Context: an optimization exercise on an open-source flow, tuned for small area and a short achievable clock period. The choices shown serve that exercise and are no tape-out recipe. RTL that was checked went through simulation tests only; none was proved equivalent to the original. The clock port is modelled as an ideal driver; clocking choices that lean on that would not hold on a real chip.

==> flow/design.v (excerpt) <==
module Vedic(
  input             clk,
  input             rst,
  input      [31:0] A_5,
  input      [31:0] B_5,
  output reg [63:0] Q_REG
);
reg  [31:0] A_5_reg;
reg  [31:0] B_5_reg;
wire [63:0] Q;
always @(posedge clk or negedge rst)
begin
  if (~rst) begin
    Q_REG   <= 0;
    A_5_reg <= 0;
    B_5_reg <= 0;
  end else begin
    Q_REG   <= Q;
    A_5_reg <= A_5;
    B_5_reg <= B_5;
  end
end
mul32 u_mul (.a(A_5_reg), .b(B_5_reg), .Q(Q));
endmodule
Size: ~2700 cells after synthesis, ~130 flip-flops, ~130 I/O pins, ~29000 µm² of cells after synthesis.
clock: 14.0 ns
lec_check: 0
cap_margin: 20
core_margin: 2
core_utilization: 40
slew_margin: 20
synth_hierarchical: 1
synth_minimum_keep_size: 0
run.sh (not shown) runs the stock make flow with config.mk's settings and CLKGATE_MAP_FILE= SYNTH_SCRIPT=/design/flow/synth_recipe.tcl, a recipe that flattens the netlist after the stock synthesis.
The first run finished clean.
Rerun with:
==> flow/flow/run.sh (new file) <==
#!/bin/bash
# Standard ORFS layout (the standard.sh); the port buffers are buf_1, and
# the resizer's setup repair aims at 8.5 ns of slack on the 14 ns clock,
# working on the worst paths only (TNS_END_PERCENT=0).
set -euo pipefail
bash standard.sh "BUFFER_PORTS_ARGS=-buffer_cell sky130_fd_sc_hd__buf_1" SETUP_SLACK_MARGIN=8.5 TNS_END_PERCENT=0 finish > make_finish.log 2>&1
==> flow/standard.sh (new file) <==
#!/bin/bash
# synth_recipe.tcl (not shown) runs the flow's synth.tcl, then flattens the netlist and writes it again
# the make line also repeats each setting of config.mk as NAME=value (left out here)
make -C /OpenROAD-flow-scripts/flow DESIGN_CONFIG=/design/flow/config.mk WORK_HOME=/design/flow/orfs CLKGATE_MAP_FILE= SYNTH_SCRIPT=/design/flow/synth_recipe.tcl "${@:-finish}"
removed: flow/run.sh
What happened: The new run went through all stages and came out clean; worst setup slack improved by 1.3 ns; clock skew is about the same; sequential cell count does not change; fmax is higher by 19%; clock-buffer cell count rises by 1.
Rerun with:
==> flow/flow/run.sh (replaced) <==
#!/bin/bash
# Standard ORFS layout (the standard.sh); the port buffers are buf_1, and
# the resizer's setup repair aims at 7.5 ns of slack on the 14 ns clock,
# working on the worst paths only (TNS_END_PERCENT=0).
set -euo pipefail
bash standard.sh "BUFFER_PORTS_ARGS=-buffer_cell sky130_fd_sc_hd__buf_1" SETUP_SLACK_MARGIN=7.5 TNS_END_PERCENT=0 finish > make_finish.log 2>&1
=> The changed run went through all stages and came out clean; hold slack is worse by 0.044 ns; sequential share of layout area rose by 0.36 points; area after synthesis is unchanged; register-to-register slack is worse by 0.02 ns; utilization fell by 1.8 points; final cell count fell by about 2.2%; critical path depth does not change.
Rerun with:
==> flow/flow/run.sh (replaced) <==
#!/bin/bash
# Standard ORFS layout (the standard.sh); the port buffers are buf_1.
set -euo pipefail
bash standard.sh "BUFFER_PORTS_ARGS=-buffer_cell sky130_fd_sc_hd__buf_1" finish > make_finish.log 2>&1
Result:
- final area falls by roughly a tenth
- die area does not change
- flip-flop and latch count is unchanged
- setup slack is worse by 1.3 ns
- via count falls by a few percent
- sequential share of layout area rises by 0.77 points
- cell count falls by a few percent
- synthesized cell count is unchanged
- worst hold slack is better by 0.063 ns
- global-route usage falls by 3.3 points
No run of this note included a check of the RTL's function; only the layout flow was run.

---

## rev 12
Vedic, a different RTL version from the one above (not shown whole).
For scale: roughly 130 flip-flops.
clock: 14.0 ns
lec_check: 0
cap_margin: 20
core_margin: 2
core_utilization: 40
slew_margin: 20
synth_hierarchical: 1
synth_minimum_keep_size: 0
standard.sh (not shown) runs the stock make flow with config.mk's settings and CLKGATE_MAP_FILE= SYNTH_SCRIPT=/design/flow/synth_recipe.tcl, a recipe that flattens the netlist after the stock synthesis.
==> flow/flow/run.sh <==
#!/bin/bash
# Standard ORFS layout (the standard.sh), with the resizer's setup
# repair aiming at a slack margin of 8 ns below the 14 ns clock.
set -euo pipefail
bash standard.sh SETUP_SLACK_MARGIN=8 finish > make_finish.log 2>&1
Rev 12: full flow OK, the timing, design-rule and antenna checks passed
Here is what was changed in the inputs of rev 13 compared with rev 12.
==> flow/run.sh (new file) <==
#!/bin/bash
# synth_recipe.tcl (not shown) runs the flow's synth.tcl, then flattens the netlist and writes it again
# the make line also repeats each setting of config.mk as NAME=value (left out here)
make -C /OpenROAD-flow-scripts/flow DESIGN_CONFIG=/design/flow/config.mk WORK_HOME=/design/flow/orfs CLKGATE_MAP_FILE= SYNTH_SCRIPT=/design/flow/synth_recipe.tcl finish
removed: flow/flow/run.sh
removed: flow/standard.sh
### Flow results
- [rev 13] clock buffer instance count of the final layout fell 1 relative to rev 12
- Summary: with rev 12 as the reference, routability congestion estimate in rev 13 moved up by a few percent.
- Compared with rev 12, in rev 13 number of global-route vias before repair saw a decrease; ratio of final minimum period to clock period now larger; final area moved down.
- Diff rev 12 -> rev 13 | register fraction of the total cell area | increase of 1.3 points
- Of rev 13 and rev 12, the run reporting the higher detailed-route wire length was rev 12.
No run of this note included a check of the RTL's function; only the layout flow was run.

---

Vedic, a different RTL version from the one above (not shown whole).
For scale: roughly 2200 cells after synthesis, about 140 flip-flops.
export LEC_CHECK = 0
export CAP_MARGIN = 20
export CORE_MARGIN = 2
export CORE_UTILIZATION = 40
export SLEW_MARGIN = 20
export SYNTH_HIERARCHICAL = 1
export SYNTH_MINIMUM_KEEP_SIZE = 0
create_clock -name core_clock -period 14.0 [get_ports {clk}]
==> flow/flow/run.sh <==
#!/bin/bash
# The standard layout (standard.sh, unchanged synthesis) with these changes:
#  - the port buffers are buf_1 (ORFS picks a larger delay buffer by default);
#  - after floorplan, ABC's buffers are removed and every combinational cell
#    is set to its smallest size (flow/downsize.tcl);
#  - CTS's setup repair runs after that skew (in flow/skew.tcl), and it and
#    the later repairs aim at 8.6 ns of setup slack on the 14 ns clock,
#    working on the worst paths (TNS_END_PERCENT=0), so they size up only
#    the cells that the critical paths need; the hold repair fixes the short
#    paths into Q_REG that the skew leaves too fast, with 0.1 ns to spare.
# The make output goes to make_finish.log; each ORFS step keeps its own log
# under orfs/logs.
set -euo pipefail
HERE=$(pwd)
export SKEW_CELLS="dlygate4sd3_1 dlygate4sd3_1 clkdlybuf4s25_1"
bash standard.sh \
  "BUFFER_PORTS_ARGS=-buffer_cell sky130_fd_sc_hd__buf_1" \
  REMOVE_ABC_BUFFERS=1 \
  POST_FLOORPLAN_TCL=$HERE/flow/downsize.tcl \
  POST_CTS_TCL=$HERE/flow/skew.tcl \
  SETUP_SLACK_MARGIN=8.6 TNS_END_PERCENT=0 HOLD_SLACK_MARGIN=0.1 SKIP_CTS_REPAIR_TIMING=1 \
  finish > make_finish.log 2>&1
==> flow/flow/skew.tcl <==
set skew_cells [expr { [info exists ::env(SKEW_CELLS)] ? $::env(SKEW_CELLS) : "dlygate4sd3_1 dlygate4sd3_1 clkdlybuf4s25_1" }]
set skew_n [llength $skew_cells]
set skew_buf sky130_fd_sc_hd__clkbuf_4
set block [ord::get_db_block]
set groups [dict create]
foreach inst [$block getInsts] {
  if { ![string match "Q_REG*" [$inst getName]] } { continue }
  set it [$inst findITerm CLK]
  set net [$it getNet]
  dict lappend groups [$net getName] $inst
}
set k 0
dict for {netname insts} $groups {
  # centroid of the group
  set sx 0; set sy 0
  set pins {}
  foreach inst $insts {
    set bb [$inst getBBox]
    set sx [expr { $sx + ([$bb xMin] + [$bb xMax]) / 2 }]
    set sy [expr { $sy + ([$bb yMin] + [$bb yMax]) / 2 }]
    lappend pins [get_pins -of_objects [get_cells [$inst getName]] -filter "name == CLK"]
  }
  set n [llength $insts]
  set dbu [$block getDbUnitsPerMicron]
  set cx [expr { double($sx) / $n / $dbu }]
  set cy [expr { double($sy) / $n / $dbu }]
  set order [lsort -real -index 0 [lmap inst $insts p $pins {
    set bb [$inst getBBox]
    list [expr { ([$bb xMin] + [$bb xMax]) / 2.0 }] $p [expr { ([$bb yMin] + [$bb yMax]) / 2.0 }]
  }]]
  set nchunk [expr { ($n + 3) / 4 }]
  set load {}
  for {set c 0} {$c < $nchunk} {incr c} {
    set lo [expr { $c * $n / $nchunk }]
    set hi [expr { ($c + 1) * $n / $nchunk - 1 }]
    set chunk [lrange $order $lo $hi]
    set cp [lmap e $chunk { lindex $e 1 }]
    set bx [expr { [tcl::mathop::+ {*}[lmap e $chunk { lindex $e 0 }]] / [llength $chunk] / $dbu }]
    set by [expr { [tcl::mathop::+ {*}[lmap e $chunk { lindex $e 2 }]] / [llength $chunk] / $dbu }]
    set b [insert_buffer -buffer_cell $skew_buf -net [get_nets $netname] -load_pins $cp \
             -location [list $bx $by] -buffer_name skewbuf_${k}_$c -net_name skewnet_${k}_0_$c]
    lappend load [get_pins [get_full_name $b]/A]
  }
  for {set i 1} {$i <= $skew_n} {incr i} {
    set d [insert_buffer -buffer_cell sky130_fd_sc_hd__[lindex $skew_cells [expr { $i - 1 }]] -net [get_nets $netname] -load_pins $load \
             -location [list $cx $cy] -buffer_name skewdly_${k}_$i -net_name skewnet_${k}_$i]
    set load [get_pins [get_full_name $d]/A]
  }
  incr k
}
puts "skew: delayed the clock of [dict size $groups] Q_REG groups by $skew_cells"
foreach net [$block getNets] {
  if { [string match "skewnet_*" [$net getName]] } { $net setSigType CLOCK }
}
detailed_placement
estimate_parasitics -placement

# With SKIP_CTS_REPAIR_TIMING set, the setup repair that CTS would have run
# before this hook runs here instead, after the skew, so that it sees the
# clock the layout will have.
if { [info exists ::env(SKIP_CTS_REPAIR_TIMING)] && $::env(SKIP_CTS_REPAIR_TIMING) } {
  repair_timing_helper -setup
  detailed_placement
  check_placement -verbose
  estimate_parasitics -placement
}
Other scripts of this flow, unchanged in this note and not shown: flow/flow/downsize.tcl
Rerun with:
--- a/flow/flow/run.sh
+++ b/flow/flow/run.sh
@@ -7 +7 @@
-#    the later repairs aim at 8.6 ns of setup slack on the 14 ns clock,
+#    the later repairs aim at 8.75 ns of setup slack on the 14 ns clock,
@@ -15 +15 @@
-export SKEW_CELLS="dlygate4sd3_1 dlygate4sd3_1 clkdlybuf4s25_1"
+export SKEW_CELLS="dlygate4sd3_1 dlygate4sd3_1"
@@ -21 +21 @@
-  SETUP_SLACK_MARGIN=8.6 TNS_END_PERCENT=0 HOLD_SLACK_MARGIN=0.1 SKIP_CTS_REPAIR_TIMING=1 \
+  SETUP_SLACK_MARGIN=8.75 TNS_END_PERCENT=0 HOLD_SLACK_MARGIN=0.1 SKIP_CTS_REPAIR_TIMING=1 \
--- a/flow/flow/skew.tcl
+++ b/flow/flow/skew.tcl
@@ -1 +1 @@
-set skew_cells [expr { [info exists ::env(SKEW_CELLS)] ? $::env(SKEW_CELLS) : "dlygate4sd3_1 dlygate4sd3_1 clkdlybuf4s25_1" }]
+set skew_cells [expr { [info exists ::env(SKEW_CELLS)] ? $::env(SKEW_CELLS) : "dlygate4sd3_1 dlygate4sd3_1" }]
@@ -5,0 +6,3 @@
+estimate_parasitics -placement
+set skew_thr [expr { [info exists ::env(SETUP_SLACK_MARGIN)] ? $::env(SETUP_SLACK_MARGIN) : 1e9 }]
+set skew_skipped 0
@@ -7,0 +11,4 @@
+  if { [get_property [get_pins -of_objects [get_cells [$inst getName]] -filter "name == D"] slack_max] >= $skew_thr } {
+    incr skew_skipped
+    continue
+  }
@@ -51 +58 @@
-puts "skew: delayed the clock of [dict size $groups] Q_REG groups by $skew_cells"
+puts "skew: delayed the clock of [dict size $groups] Q_REG groups by $skew_cells; $skew_skipped Q_REG flip-flops left as they were"
=>
- The new run produced a clean layout
- register-to-register slack gains 130 ps
- sequential share of layout area went up by 0.17 points
- critical path depth does not change
- setup slack gains 260 ps
- wire length shrinks by about 1.5%
- core utilization came out lower by 0.56 points
Rerun with:
--- a/flow/flow/run.sh
+++ b/flow/flow/run.sh
@@ -7 +7 @@
-#    the later repairs aim at 8.75 ns of setup slack on the 14 ns clock,
+#    the later repairs aim at 9.25 ns of setup slack on the 14 ns clock,
@@ -15 +15 @@
-export SKEW_CELLS="dlygate4sd3_1 dlygate4sd3_1"
+export SKEW_CELLS="dlygate4sd3_1 clkdlybuf4s25_1"
@@ -21 +21 @@
-  SETUP_SLACK_MARGIN=8.75 TNS_END_PERCENT=0 HOLD_SLACK_MARGIN=0.1 SKIP_CTS_REPAIR_TIMING=1 \
+  SETUP_SLACK_MARGIN=9.25 TNS_END_PERCENT=0 HOLD_SLACK_MARGIN=0.1 SKIP_CTS_REPAIR_TIMING=1 \
--- a/flow/flow/skew.tcl
+++ b/flow/flow/skew.tcl
@@ -1 +1 @@
-set skew_cells [expr { [info exists ::env(SKEW_CELLS)] ? $::env(SKEW_CELLS) : "dlygate4sd3_1 dlygate4sd3_1" }]
+set skew_cells [expr { [info exists ::env(SKEW_CELLS)] ? $::env(SKEW_CELLS) : "dlygate4sd3_1 clkdlybuf4s25_1" }]
After rerunning: The new run finished with timing, DRC and antenna clean. Die area is unchanged. Setup slack gains 220 ps. Clock skew is lower by 290 ps. Hold slack gains 210 ps. Critical path depth is higher by 24. Cell count is higher by about 1.7%.

[port drivers added, routing unchanged]
Ports are ideal in the flow. The routed layouts listed here were re-timed in OpenROAD. Step 1 sets driving cells, clkbuf_16 on the clock port and buf_2 on the other inputs (assumed; they add their load-dependent delay and slew). Step 2, shift: input delay + t, output delay - t, t = (earliest + latest rising clock arrival at the registers) / 2. This alone moves slack from input paths to output paths. Three values: ideal, step 1, step 2; two values: the first two.
run	t, ns	setup WS [ns]	latest minus earliest clock arrival (ns)	worst slew at a driven data input, ns	cell pins on the clock port's net
the first run of note 1	0.572	5.915 / 5.915 / 5.915	0.027 / 0.027	0.04	1
the second run of note 1	0.562	7.228 / 7.228 / 7.228	0.026 / 0.026	0.04	1
the third run of note 1	0.577	7.208 / 7.208 / 7.208	0.031 / 0.031	0.05	1
the fourth run of note 1	0.574	5.945 / 5.945 / 5.945	0.030 / 0.031	0.05	1
rev 12	0.570	7.174 / 7.174 / 7.174	0.027 / 0.027	0.05	1
rev 13	0.555	5.895 / 5.895 / 5.895	0.027 / 0.026	0.04	1
the first run of note 3	1.347	8.560 / 8.503 / 8.812	1.637 / 1.637	0.04	1
the second run of note 3	1.179	8.821 / 8.762 / 8.940	1.287 / 1.286	0.04	1
the third run of note 3	1.034	9.042 / 9.042 / 9.042	0.995 / 0.995	0.04	1
In the first run of note 3, the second run of note 3 and the third run of note 3 the clock reaches the registers at very different times; t lies between them, and the last value is a rough guide only.
